This design comes from an exercise in tuning for small area on the open sky130 flow, not from production work.
The RTL was checked by simulation tests, not by an equivalence proof against the original design.
The clock port is modelled as an ideal driver, which makes a skipped or thinned clock tree look cheaper than it is; a real chip needs a root buffer or a tree.
Power and IR drop assume default switching activity.

Setup of job 3330:
==> flow/design.v <==
`timescale 1ns / 1ps
module pingpong_fft_controller (
    input  wire        clk,
    input  wire        rst,
    input  wire [31:0] fft_data_in,
    input  wire        fft_data_valid,
    output wire [14:0] bram_addra,
    output wire [31:0] bram_dina,
    output wire        bram_wea,
    output wire        bram_ena,
    input  wire [31:0] bram_douta,
    output wire [14:0] bram_addrb,
    output wire [31:0] bram_dinb,
    output wire        bram_web,
    output wire        bram_enb,
    input  wire [31:0] bram_doutb,
    output reg  [31:0] fft_doppler_input,
    output wire        fft_doppler_valid,
    output wire        fft_doppler_last
);
    reg        act;        
    reg        wr;         
    reg        nx_a;       
    reg        nx_b;       
    reg        rd_a;       
    reg        rd_b;       
    reg [14:0] wn;         
    reg [14:0] rn;         
    reg [31:0] din;
    wire started   = nx_a | nx_b;                    
    wire write     = started & fft_data_valid;       
    wire swap      = write & (wn == 15'd1);          
    wire sw        = wr & (wn == 15'd0);             
    wire row_wrap  = ~(|rn[14:7]);
    always @(posedge clk or posedge rst) begin
        if (rst) begin
            act     <= 1'b0;
            wr      <= 1'b0;
            nx_a    <= 1'b0;
            nx_b    <= 1'b0;
        end else begin
            act     <= act | sw;
            wr      <= write;
            if (swap) begin
                nx_a <= nx_b;
                nx_b <= nx_a;
            end else if (!started && fft_data_valid) begin
                nx_b <= 1'b1;
            end
        end
    end
    always @(posedge clk) begin
        rd_a <= nx_a;
        rd_b <= nx_b;
    end
    always @(posedge clk) begin
        if (!started)
            wn <= 15'd0;
        else if (write)
            wn <= wn - 15'd1;
    end
    always @(posedge clk) begin
        if (!act) begin
            rn <= 15'h7fff;
        end else begin
            rn[14:7] <= rn[14:7] - 8'd1;
            if (row_wrap)
                rn[6:0] <= rn[6:0] - 7'd1;
            else if (sw)
                rn[6:0] <= 7'h7f;
        end
    end
    always @(posedge clk) begin
        din               <= fft_data_in;
        fft_doppler_input <= ({32{nx_a}} & bram_douta) | ({32{nx_b}} & bram_doutb);
    end
    assign bram_addra = ~(({15{rd_b}} & wn) | ({15{rd_a}} & rn));
    assign bram_addrb = ~(({15{rd_a}} & wn) | ({15{rd_b}} & rn));
    assign bram_dina  = din;
    assign bram_dinb  = din;
    assign bram_wea   = rd_b;
    assign bram_web   = rd_a;
    assign bram_ena   = (act & rd_a) | (wr & rd_b);
    assign bram_enb   = (act & rd_b) | (wr & rd_a);
    assign fft_doppler_valid = act & (|rn);
    assign fft_doppler_last  = row_wrap;
endmodule
==> flow/config.mk <==
export PLATFORM = sky130hd
export DESIGN_NAME = pingpong_fft_controller
export DESIGN_NICKNAME = pingpong_fft_controller
export VERILOG_FILES = /design/flow/design.v
export SDC_FILE = /design/flow/constraint.sdc
export NUM_CORES = 4
export LEC_CHECK = 0
export CAP_MARGIN = 20
export CORE_MARGIN = 2
export CORE_UTILIZATION = 65
export SLEW_MARGIN = 20
==> flow/constraint.sdc <==
create_clock -name core_clock -period 5.0 [get_ports {clk}]
set_input_delay 1.0000 -clock core_clock [delete_from_list [all_inputs] [get_ports {clk}]]
set_output_delay 1.0000 -clock core_clock [all_outputs]
set_load 0.01 [all_outputs]
standard.sh (not shown) runs the stock make flow with config.mk's settings and CLKGATE_MAP_FILE= SYNTH_SCRIPT=/design/flow/synth_recipe.tcl, a recipe that flattens the netlist after the stock synthesis.
==> flow/flow/run.sh <==
#!/bin/bash
# Own layout flow: the standard ORFS flow (standard.sh), with these changes:
#  - synthesis maps logic with an area-oriented ABC script (flow/abc_area.script)
#    instead of ORFS's speed script; everything else in synthesis is the standard flow's own
#    script (synth_recipe.tcl), so the registers are the standard ones;
#  - half and full adder cells are not used (added to the platform's
#    DONT_USE_CELLS), which leaves adders to ABC as plain logic;
#  - the port buffers that global placement inserts are sky130_fd_sc_hd__buf_1;
#  - after repair_design, cells on paths with slack to spare are downsized;
#  - CTS inserts no dummy loads, and after CTS the clock tree is rebuilt as one
#    root inverter driving a few leaf inverters, each at the centre of a
#    cluster of flip-flops (flow/post_cts.tcl); the two inversions cancel.
# Each step's full output goes to a log file in this folder (and ORFS's own logs
# under orfs/logs).
set -euo pipefail
here=$(pwd)
{
  echo 'proc abc {args} {'
  echo '  set i [lsearch -exact $args -script]'
  echo "  if {\$i >= 0} { lset args [expr {\$i + 1}] {$here/flow/abc_area.script} }"
  echo '  yosys abc {*}$args'
  echo '}'
  cat "$here/synth_recipe.tcl"
} > "$here/own_synth.tcl"
# The platform's own DONT_USE_CELLS, then the adder cells.
dont_use="sky130_fd_sc_hd__probe_p_8 sky130_fd_sc_hd__probec_p_8 sky130_fd_sc_hd__lpflow_bleeder_1 sky130_fd_sc_hd__lpflow_clkbufkapwr_1 sky130_fd_sc_hd__lpflow_clkbufkapwr_16 sky130_fd_sc_hd__lpflow_clkbufkapwr_2 sky130_fd_sc_hd__lpflow_clkbufkapwr_4 sky130_fd_sc_hd__lpflow_clkbufkapwr_8 sky130_fd_sc_hd__lpflow_clkinvkapwr_1 sky130_fd_sc_hd__lpflow_clkinvkapwr_16 sky130_fd_sc_hd__lpflow_clkinvkapwr_2 sky130_fd_sc_hd__lpflow_clkinvkapwr_4 sky130_fd_sc_hd__lpflow_clkinvkapwr_8 sky130_fd_sc_hd__lpflow_decapkapwr_12 sky130_fd_sc_hd__lpflow_decapkapwr_3 sky130_fd_sc_hd__lpflow_decapkapwr_4 sky130_fd_sc_hd__lpflow_decapkapwr_6 sky130_fd_sc_hd__lpflow_decapkapwr_8 sky130_fd_sc_hd__lpflow_inputiso0n_1 sky130_fd_sc_hd__lpflow_inputiso0p_1 sky130_fd_sc_hd__lpflow_inputiso1n_1 sky130_fd_sc_hd__lpflow_inputiso1p_1 sky130_fd_sc_hd__lpflow_inputisolatch_1 sky130_fd_sc_hd__lpflow_isobufsrc_1 sky130_fd_sc_hd__lpflow_isobufsrc_16 sky130_fd_sc_hd__lpflow_isobufsrc_2 sky130_fd_sc_hd__lpflow_isobufsrc_4 sky130_fd_sc_hd__lpflow_isobufsrc_8 sky130_fd_sc_hd__lpflow_isobufsrckapwr_16 sky130_fd_sc_hd__lpflow_lsbuf_lh_hl_isowell_tap_1 sky130_fd_sc_hd__lpflow_lsbuf_lh_hl_isowell_tap_2 sky130_fd_sc_hd__lpflow_lsbuf_lh_hl_isowell_tap_4 sky130_fd_sc_hd__lpflow_lsbuf_lh_isowell_4 sky130_fd_sc_hd__lpflow_lsbuf_lh_isowell_tap_1 sky130_fd_sc_hd__lpflow_lsbuf_lh_isowell_tap_2 sky130_fd_sc_hd__lpflow_lsbuf_lh_isowell_tap_4"
dont_use+=" sky130_fd_sc_hd__ha_1 sky130_fd_sc_hd__ha_2 sky130_fd_sc_hd__ha_4 sky130_fd_sc_hd__fa_1 sky130_fd_sc_hd__fa_2 sky130_fd_sc_hd__fa_4 sky130_fd_sc_hd__fah_1 sky130_fd_sc_hd__fahcin_1 sky130_fd_sc_hd__fahcon_1"
export BUFFER_PORTS_ARGS="-buffer_cell sky130_fd_sc_hd__buf_1"
export POST_RESIZE_TCL="$here/flow/post_resize.tcl"
export CTS_ARGS="-sink_clustering_enable -repair_clock_nets -dont_use_dummy_load"
export POST_CTS_TCL="$here/flow/post_cts.tcl"
export CT_ROOT=sky130_fd_sc_hd__inv_6 CT_LEAF=sky130_fd_sc_hd__inv_8 CT_LEAVES=5
bash standard.sh SYNTH_SCRIPT="$here/own_synth.tcl" "DONT_USE_CELLS=$dont_use" synth > "$here/synth.log" 2>&1
bash standard.sh SYNTH_SCRIPT="$here/own_synth.tcl" "DONT_USE_CELLS=$dont_use" finish > "$here/layout.log" 2>&1
==> flow/flow/abc_area.script <==
strash
dc2
balance
rewrite
refactor
balance
rewrite
rewrite -z
balance
refactor -z
rewrite -z
balance
&get -n
&dch -f
&nf -R 1000
&put
topo
dnsize -c
==> flow/flow/post_cts.tcl <==
# Replace the clock tree that CTS built with a two-level tree: one root cell
# driving a few leaf cells (buffers, or inverters at both levels), each leaf at
# the centre of a cluster of flip-flops.
source [file join [file dirname [info script]] clock_tree.tcl]
ct_rebuild $::env(CT_ROOT) $::env(CT_LEAF) $::env(CT_LEAVES)
detailed_placement
check_placement -verbose
estimate_parasitics -placement
report_clock_skew
report_worst_slack -max
report_worst_slack -min
Other scripts of this flow, unchanged in this note and not shown: flow/flow/clock_tree.tcl, flow/flow/post_resize.tcl
Job 3330: flow completed, timing, DRC and antenna clean
Edits applied to the flow inputs when going from job 3330 to job 8952:
--- a/flow/flow/run.sh
+++ b/flow/flow/run.sh
@@ -10,4 +10,3 @@
 #  - CTS inserts no dummy loads, and after CTS the clock tree is rebuilt as one
-#    root inverter driving a few leaf inverters, each at the centre of a
-#    cluster of flip-flops (flow/post_cts.tcl); the two inversions cancel.
+#    root buffer and a few leaf buffers (flow/post_cts.tcl).
 # Each step's full output goes to a log file in this folder (and ORFS's own logs
==> flow/flow/post_cts.tcl <==
# Replace the clock tree that CTS built with a two-level tree: one root buffer
# driving a few leaf buffers, each at the centre of a cluster of flip-flops.
source [file join [file dirname [info script]] clock_tree.tcl]
ct_rebuild $::env(CT_ROOT) $::env(CT_LEAF) $::env(CT_LEAVES)
detailed_placement
check_placement -verbose
estimate_parasitics -placement
report_clock_skew
report_worst_slack -max
report_worst_slack -min
--- a/flow/config.mk
+++ b/flow/config.mk
@@ -10,2 +10,3 @@
 export CORE_UTILIZATION = 65
+export GPL_TIMING_DRIVEN = 0
 export SLEW_MARGIN = 20
==> comparison <==
In the flow results for job 8952 and job 3330, the setup slack after placement is smaller on job 8952.
| fmax | job 8952 vs job 3330 | worse |
Job 8952 contains more vias than job 3330.
Taking job 3330 over job 8952, the met1 wire length ratio works out to 0.932.
Job 3330 -> job 8952: final routed DRC violation total delta 0, exact match
Between job 8952 and job 3330, the difference in register cell area after layout is negligible.
In the flow results for job 8952 and job 3330, the layout overhead on the synthesized area is larger on job 8952.
When job 8952 is measured against job 3330, its combinational power turns out about 5% higher.
Between job 8952 and job 3330, the final period utilization is lower for job 3330.
Summary — internal cell power, job 8952 relative to job 3330: higher, by 1.4%.
--- input diff job 8952..job 7811 ---
--- a/flow/config.mk
+++ b/flow/config.mk
@@ -10,3 +10,2 @@
 export CORE_UTILIZATION = 65
-export GPL_TIMING_DRIVEN = 0
 export SLEW_MARGIN = 20
Notes after the runs:
- Changes observed in job 7811 relative to job 8952: power dropped about 2%, setup slack went up by 0.075 ns, wire length of the first global-routing pass now sits lower, part of the power in the clock network held, maximum single-stage delay on the critical path barely changed.
- Job 7811 vs job 8952: starting DRC count in detailed routing down
Input-level comparison between job 9570 and job 7811:
--- a/flow/flow/run.sh
+++ b/flow/flow/run.sh
@@ -10,3 +10,4 @@
 #  - CTS inserts no dummy loads, and after CTS the clock tree is rebuilt as one
-#    root buffer and a few leaf buffers (flow/post_cts.tcl).
+#    root inverter driving a few leaf inverters, each at the centre of a
+#    cluster of flip-flops (flow/post_cts.tcl); the two inversions cancel.
 # Each step's full output goes to a log file in this folder (and ORFS's own logs
@@ -27,2 +28,3 @@
 export BUFFER_PORTS_ARGS="-buffer_cell sky130_fd_sc_hd__buf_1"
+export PRE_GLOBAL_PLACE_TCL="$here/flow/pre_global_place.tcl"
 export POST_RESIZE_TCL="$here/flow/post_resize.tcl"
--- a/flow/flow/abc_area.script
+++ b/flow/flow/abc_area.script
@@ -16,2 +16,7 @@
 &put
+strash
+&get -n
+&dch -f
+&nf -R 1000
+&put
 topo
--- a/flow/flow/post_cts.tcl
+++ b/flow/flow/post_cts.tcl
@@ -1,3 +1,4 @@
-# Replace the clock tree that CTS built with a two-level tree: one root buffer
-# driving a few leaf buffers, each at the centre of a cluster of flip-flops.
+# Replace the clock tree that CTS built with a two-level tree: one root cell
+# driving a few leaf cells (buffers, or inverters at both levels), each leaf at
+# the centre of a cluster of flip-flops.
 source [file join [file dirname [info script]] clock_tree.tcl]
==> flow/flow/pre_global_place.tcl (new file) <==
# Global placement is not timing driven here, so remove the buffers that
# synthesis inserted, as timing-driven global placement would.
remove_buffers
--- a/flow/config.mk
+++ b/flow/config.mk
@@ -10,2 +10,3 @@
 export CORE_UTILIZATION = 65
+export GPL_TIMING_DRIVEN = 0
 export SLEW_MARGIN = 20
## What came out
- In summary, job 9570 completed successfully, with a layout that passed the timing, design-rule and antenna checks.
- Job 9570 against job 7811: sequential cell power picked up an extra about 9%, worst hold slack moved up, multi-input logic area was more or less identical.
In every run of this note, the design's own scripts or RTL, not TritonCTS, make the clock network.

static timing again, ports no longer ideal:
The results above use ideal ports. As a check the final layouts listed here were re-extracted and re-timed, cells and wires unchanged. Step 1 assumes that a clkbuf_16 drives the clock port and a buf_2 every other input. Step 2, shift: input delay + t, output delay - t, t = (earliest + latest rising clock arrival at the registers) / 2. This alone moves slack from input paths to output paths. Slacks: ideal ports / drivers / drivers and shift; pairs: ideal ports / drivers.
run	t, ns	setup slack, ns	clock arrival spread, ns	worst data-port slew with drivers (ns)	cell pins on the clock port's net
job 3330	0.227	1.151 / 1.110 / 1.336	0.012 / 0.013	0.05	1
job 8952	0.235	1.076 / 1.033 / 1.268	0.015 / 0.015	0.06	1
job 7811	0.227	1.151 / 1.110 / 1.336	0.012 / 0.013	0.05	1
job 9570	0.233	1.245 / 1.201 / 1.434	0.018 / 0.018	0.07	1
After both steps every run listed still meets setup and hold.
